This is an optimization exercise on Yosys and OpenROAD, whose aim is small area, a short achievable clock period and few clock cycles, not a production implementation.
At most, simulation tests tie the RTL to the original design; equivalence was not proved.
The clock port is modelled as an ideal driver; clocking choices that lean on that would not hold on a real chip.
Power figures rest on the tool's default switching activity, not on a simulated workload.

==> flow/design.v <==
module fsm(
    input [15:0] dataIn,
    input R_I,
    input reset,
    input clk,
    output reg REG_ERROR,
    output [15:0] dataOut,
    output reg R_O
);
wire        s = dataIn[15];
wire [11:0] x = dataIn[11:0];
wire        busy = R_O | REG_ERROR;
wire        err;
wire [11:0] nm;
wire l4, l8, nl4, nl8, k4;
cv_front u_front (.x(dataIn[14:0]), .s(s), .nm(nm), .l4(l4), .nl4(nl4), .l8(l8), .nl8(nl8), .err(err));
cv_and2 u_k4 (.a(l8), .b(nl4), .y(k4));
wire [11:0] t4;
genvar g;
generate
    for (g = 8; g < 12; g = g + 1) begin : c_hi
        cv_o221ai u (.a1(nl8), .a2(nm[g-4]), .b1(nl4), .b2(nm[g-8]), .c1(nm[g]), .y(t4[g]));
    end
    for (g = 4; g < 8; g = g + 1) begin : c_mid
        cv_mux2i u (.s(k4), .a0(nm[g]), .a1(nm[g-4]), .y(t4[g]));
    end
    for (g = 0; g < 4; g = g + 1) begin : c_lo
        cv_nor2 u (.a(l8), .b(nm[g]), .y(t4[g]));
    end
endgenerate
wire f1, f2, f3;
cv_nor2b u_f1 (.a(t4[11]), .bn(t4[10]), .y(f1));
cv_nor3b u_f2 (.a(t4[11]), .b(t4[10]), .cn(t4[9]), .y(f2));
cv_nor4b u_f3 (.a(t4[11]), .b(t4[10]), .c(t4[9]), .dn(t4[8]), .y(f3));
reg        sgn, q8, q4, p1, p2, p3;
reg [11:0] r4;
always @(posedge clk) begin
    sgn <= s;
    q8  <= l4;
    q4  <= k4;
    p1  <= f1;
    p2  <= f2;
    p3  <= f3;
    r4  <= t4;
    if (reset) begin
        R_O       <= 1'b0;
        REG_ERROR <= 1'b0;
    end else begin
        R_O       <= R_I & ~busy & ~err;
        REG_ERROR <= R_I & ~busy & err;
    end
end
wire p0 = r4[11];
cv_ao22  u_m0 (.a1(p0), .a2(r4[1]), .b1(p1), .b2(r4[0]), .y(dataOut[0]));
cv_ao222 u_m1 (.a1(p0), .a2(r4[2]), .b1(p1), .b2(r4[1]), .c1(p2), .c2(r4[0]), .y(dataOut[1]));
generate
    for (g = 2; g < 10; g = g + 1) begin : o_m
        cv_ao2222 u (.a1(p0), .a2(r4[g+1]), .b1(p1), .b2(r4[g]), .c1(p2), .c2(r4[g-1]),
                     .d1(p3), .d2(r4[g-2]), .y(dataOut[g]));
    end
endgenerate
cv_exp3 u_exp (.q8(q8), .q4(q4), .p0(p0), .p1(p1), .p2(p2), .p3(p3), .e(dataOut[14:10]));
assign dataOut[15] = sgn;
endmodule
module cv_exp3 (input q8, q4, p0, p1, p2, p3, output [4:0] e);
    assign e[0] = p1 | p3;
    assign e[1] = p0 | p3;
    assign e[2] = p3 ^ q4;
    assign e[3] = p3 ? q8 : ~(q4 | q8);
    assign e[4] = (p0 | p1 | p2 | p3) & ~(p3 & q8);
endmodule
module cv_ao22 (input a1, a2, b1, b2, output y);
    assign y = (a1 & a2) | (b1 & b2);
endmodule
module cv_ao222 (input a1, a2, b1, b2, c1, c2, output y);
    wire u, v;
    cv_aoi22 ua (.a1(a1), .a2(a2), .b1(b1), .b2(b2), .y(u));
    cv_nand2 ub (.a(c1), .b(c2), .y(v));
    cv_nand2 uc (.a(u), .b(v), .y(y));
endmodule
module cv_ao2222 (input a1, a2, b1, b2, c1, c2, d1, d2, output y);
    wire u, v;
    cv_aoi22 ua (.a1(a1), .a2(a2), .b1(b1), .b2(b2), .y(u));
    cv_aoi22 ub (.a1(c1), .a2(c2), .b1(d1), .b2(d2), .y(v));
    cv_nand2 uc (.a(u), .b(v), .y(y));
endmodule
module cv_aoi22 (input a1, a2, b1, b2, output y);
    assign y = ~((a1 & a2) | (b1 & b2));
endmodule
module cv_nor2b (input a, bn, output y);
    assign y = ~a & bn;
endmodule
module cv_nor3b (input a, b, cn, output y);
    assign y = ~a & ~b & cn;
endmodule
module cv_nor4b (input a, b, c, dn, output y);
    assign y = ~a & ~b & ~c & dn;
endmodule
module cv_front (input [14:0] x, input s, output [11:0] nm, output l4, nl4, l8, nl8, err);
    wire [11:0] lo;
    assign lo[0] = 1'b0;
    genvar i;
    generate
        for (i = 1; i < 12; i = i + 1) begin : p
            assign lo[i] = |x[i-1:0];
        end
    endgenerate
    assign nm = ~(x[11:0] ^ ({12{s}} & lo));
    wire lt4 = s ? (&x[10:4] & lo[4]) : ~|x[11:4];
    wire lt8 = s ? (&x[10:8] & lo[8]) : ~|x[11:8];
    assign l4 = lt4;
    assign nl4 = ~lt4;
    assign l8 = lt8;
    assign nl8 = ~lt8;
    assign err = s ? ~&x[14:11] : (|x[14:12] | (x[11] & lo[11]));
endmodule
module cv_and2 (input a, b, output y);
    assign y = a & b;
endmodule
module cv_o221ai (input a1, a2, b1, b2, c1, output y);
    assign y = ~((a1 | a2) & (b1 | b2) & c1);
endmodule
module cv_mux2i (input s, a0, a1, output y);
    assign y = ~(s ? a1 : a0);
endmodule
module cv_nor2 (input a, b, output y);
    assign y = ~(a | b);
endmodule
module cv_nand2 (input a, b, output y);
    assign y = ~(a & b);
endmodule
clock: 5.0 ns
lec_check: 0
cap_margin: 20
core_area: 2 2 62 62
die_area: 0 0 64 64
setup_slack_margin: 2.6
slew_margin: 20
synth_hierarchical: 1
synth_minimum_keep_size: 0
standard.sh (not shown) runs the stock make flow with config.mk's settings and CLKGATE_MAP_FILE= SYNTH_SCRIPT=/design/flow/synth_recipe.tcl, a recipe that flattens the netlist after the stock synthesis.
==> flow/flow/run.sh <==
#!/bin/bash
# ORFS layout as in standard.sh (the standard flow's own layout), with two changes:
#  - synthesis is synth_recipe.tcl, except that ABC maps with the script in
#    flow/map.abc (plain mapping, no sizing: the resizer sizes the cells
#    later) and, if MY_ABC_AVOID is set, without the slow many-input cells it
#    names; registers are mapped as in synth_recipe.tcl and keep their names;
#  - plain buf_1 cells as the port buffers (the resizer upsizes them where
#    timing needs it).
# Settings are in flow/params.sh; the ORFS output goes to standard_flow.log
# and the per-step logs under orfs/logs.
set -euo pipefail
W=$PWD
source "$W/flow/params.sh"
export MY_ABC_D MY_ABC_SCRIPT
# cells whose names match MY_ABC_AVOID (a regular expression) are kept out of ABC's library
MY_ABC_DONTUSE=""
if [[ -n "${MY_ABC_AVOID:-}" ]]; then
  MY_ABC_DONTUSE=$(grep -oE '^\s*cell *\( *"?sky130_fd_sc_hd__[a-z0-9_]+' "$FLOW_HOME/platforms/sky130hd/lib/sky130_fd_sc_hd__tt_025C_1v80.lib" \
    | grep -oE 'sky130_fd_sc_hd__[a-z0-9_]+' | grep -E "sky130_fd_sc_hd__($MY_ABC_AVOID)" | tr '\n' ' ')
fi
export MY_ABC_DONTUSE
# clock tree options, if set, replace ORFS's defaults for clock_tree_synthesis
if [[ -n "${MY_CTS_ARGS:-}" ]]; then export CTS_ARGS="$MY_CTS_ARGS"; fi
# extra ORFS variables (NAME=value words), e.g. repair options
for kv in ${MY_ENV:-}; do export "$kv"; done
export BUFFER_PORTS_ARGS="-buffer_cell sky130_fd_sc_hd__buf_1"
sed "s#SYNTH_SCRIPT=[^ ]*#SYNTH_SCRIPT=$W/flow/my_synth.tcl#" standard.sh > my_standard.sh
bash my_standard.sh finish > standard_flow.log 2>&1
Other scripts of this flow, unchanged in this note and not shown: flow/flow/map.abc, flow/flow/my_synth.tcl, flow/flow/params.sh
Change:
==> flow/design.v (replaced) <==
module fsm(
    input [15:0] dataIn,
    input R_I,
    input reset,
    input clk,
    output reg REG_ERROR,
    output [15:0] dataOut,
    output reg R_O
);
wire        s = dataIn[15];
wire [11:0] x = dataIn[11:0];
wire        busy = R_O | REG_ERROR;
wire        err;
cv_err u_err (.x(dataIn[14:0]), .s(s), .err(err));
wire [11:0] nm;
cv_abs u_abs (.x(x), .s(s), .nm(nm));
wire k8, k4, nk8, nk4, nk0;
cv_class u_cls (.x(x), .s(s), .k8(k8), .k4(k4), .nk8(nk8), .nk4(nk4), .nk0(nk0));
wire [11:0] t4;
genvar g;
generate
    for (g = 8; g < 12; g = g + 1) begin : c_hi
        cv_o221ai u (.a1(nk4), .a2(nm[g-4]), .b1(nk8), .b2(nm[g-8]), .c1(nm[g]), .y(t4[g]));
    end
    for (g = 4; g < 8; g = g + 1) begin : c_mid
        cv_mux2i u (.s(k4), .a0(nm[g]), .a1(nm[g-4]), .y(t4[g]));
    end
    for (g = 0; g < 4; g = g + 1) begin : c_lo
        cv_nor2 u (.a(nk0), .b(nm[g]), .y(t4[g]));
    end
endgenerate
wire f1, f2, f3;
cv_nor2b u_f1 (.a(t4[11]), .bn(t4[10]), .y(f1));
cv_nor3b u_f2 (.a(t4[11]), .b(t4[10]), .cn(t4[9]), .y(f2));
cv_nor4b u_f3 (.a(t4[11]), .b(t4[10]), .c(t4[9]), .dn(t4[8]), .y(f3));
reg        sgn, q8, q4, p1, p2, p3;
reg [11:0] r4;
always @(posedge clk) begin
    sgn <= s;
    q8  <= k8;
    q4  <= k4;
    p1  <= f1;
    p2  <= f2;
    p3  <= f3;
    r4  <= t4;
    if (reset) begin
        R_O       <= 1'b0;
        REG_ERROR <= 1'b0;
    end else begin
        R_O       <= R_I & ~busy & ~err;
        REG_ERROR <= R_I & ~busy & err;
    end
end
wire p0 = r4[11];
cv_ao22  u_m0 (.a1(p0), .a2(r4[1]), .b1(p1), .b2(r4[0]), .y(dataOut[0]));
cv_ao222 u_m1 (.a1(p0), .a2(r4[2]), .b1(p1), .b2(r4[1]), .c1(p2), .c2(r4[0]), .y(dataOut[1]));
generate
    for (g = 2; g < 10; g = g + 1) begin : o_m
        cv_ao2222 u (.a1(p0), .a2(r4[g+1]), .b1(p1), .b2(r4[g]), .c1(p2), .c2(r4[g-1]),
                     .d1(p3), .d2(r4[g-2]), .y(dataOut[g]));
    end
endgenerate
cv_exp2 u_exp (.q8(q8), .q4(q4), .p0(p0), .p1(p1), .p2(p2), .p3(p3), .e(dataOut[14:10]));
assign dataOut[15] = sgn;
endmodule
module cv_exp2 (input q8, q4, p0, p1, p2, p3, output [4:0] e);
    wire k0 = ~q8 & ~q4;
    wire p012 = p0 | p1 | p2;
    assign e[0] = p1 | p3;
    assign e[1] = p0 | p3;
    assign e[2] = q4 ? p012 : p3;
    assign e[3] = (k0 & p012) | (q8 & p3);
    assign e[4] = p012 | (p3 & ~q8);
endmodule
module cv_ao22 (input a1, a2, b1, b2, output y);
    assign y = (a1 & a2) | (b1 & b2);
endmodule
module cv_ao222 (input a1, a2, b1, b2, c1, c2, output y);
    wire u, v;
    cv_aoi22 ua (.a1(a1), .a2(a2), .b1(b1), .b2(b2), .y(u));
    cv_nand2 ub (.a(c1), .b(c2), .y(v));
    cv_nand2 uc (.a(u), .b(v), .y(y));
endmodule
module cv_ao2222 (input a1, a2, b1, b2, c1, c2, d1, d2, output y);
    wire u, v;
    cv_aoi22 ua (.a1(a1), .a2(a2), .b1(b1), .b2(b2), .y(u));
    cv_aoi22 ub (.a1(c1), .a2(c2), .b1(d1), .b2(d2), .y(v));
    cv_nand2 uc (.a(u), .b(v), .y(y));
endmodule
module cv_aoi22 (input a1, a2, b1, b2, output y);
    assign y = ~((a1 & a2) | (b1 & b2));
endmodule
module cv_nor2b (input a, bn, output y);
    assign y = ~a & bn;
endmodule
module cv_nor3b (input a, b, cn, output y);
    assign y = ~a & ~b & cn;
endmodule
module cv_nor4b (input a, b, c, dn, output y);
    assign y = ~a & ~b & ~c & dn;
endmodule
module cv_err (input [14:0] x, input s, output err);
    assign err = s ? ~&x[14:11] : (|x[14:12] | (x[11] & |x[10:0]));
endmodule
module cv_abs (input [11:0] x, input s, output [11:0] nm);
    wire [11:0] lo;
    assign lo[0] = 1'b0;
    genvar i;
    generate
        for (i = 1; i < 12; i = i + 1) begin : p
            assign lo[i] = |x[i-1:0];
        end
    endgenerate
    assign nm = ~(x ^ ({12{s}} & lo));
endmodule
module cv_class (input [11:0] x, input s, output k8, k4, nk8, nk4, nk0);
    wire lt16  = s ? (&x[10:4] & |x[3:0]) : ~|x[11:4];
    wire lt256 = s ? (&x[10:8] & |x[7:0]) : ~|x[11:8];
    assign k8  = lt16;
    assign nk8 = ~lt16;
    assign k4  = lt256 & ~lt16;
    assign nk4 = ~(lt256 & ~lt16);
    assign nk0 = lt256;
endmodule
module cv_exp (input q8, q4, q2, n11, n10, output [4:0] e);
    wire [3:0] lz = {q8, q4, q2, n11};
    wire nz = ~(n11 & n10);
    assign e = nz ? (5'd26 - {1'b0, lz}) : 5'd0;
endmodule
module cv_o221ai (input a1, a2, b1, b2, c1, output y);
    assign y = ~((a1 | a2) & (b1 | b2) & c1);
endmodule
module cv_mux2i (input s, a0, a1, output y);
    assign y = ~(s ? a1 : a0);
endmodule
module cv_nor2 (input a, b, output y);
    assign y = ~(a | b);
endmodule
module cv_nand2 (input a, b, output y);
    assign y = ~(a & b);
endmodule
module cv_inv (input a, output y);
    assign y = ~a;
endmodule
After rerunning: Combinational power barely changes; fmax hardly moves; total power increases by a few percent; flip-flop and latch count does not change; die area is unchanged; area after synthesis increases by a few percent; setup slack stays flat.
Testbench counts after the change, summed over its fixed seeds: cycles 24,000.
No functional check of the RTL was part of the first run of this note.

==> static timing again, ports no longer ideal <==
The flow's constraints put no driver on any port. The routed layouts listed below were extracted and timed again, unchanged, in two steps.
Step 1 sets driving cells, clkbuf_16 on the clock port and buf_2 on the other inputs (assumed; they add their load-dependent delay and slew).
Step 2 moves the port delays by t, midway between the first and last clock arrival at a register: inputs arrive t later, outputs are due t later. That takes back most of the time a late clock gives input paths.
a / b / c = ideal ports / drivers / drivers and shift; a / b = the first two.
| run | shift t [ns] | slack for setup (ns) | worst setup path at the end | worst data-port slew with drivers (ns) |
|---|---|---|---|---|
| the first run | 0.301 | 2.680 / 2.677 / 2.378 | input to register | 0.03 |
| the second run | 0.315 | 2.681 / 2.665 / 2.362 | input to register | 0.03 |
After both steps setup and hold are still met in every run listed. For the second run, which loses most, drivers alone change the setup slack by -0.016 ns; drivers and shift together by -0.319 ns.
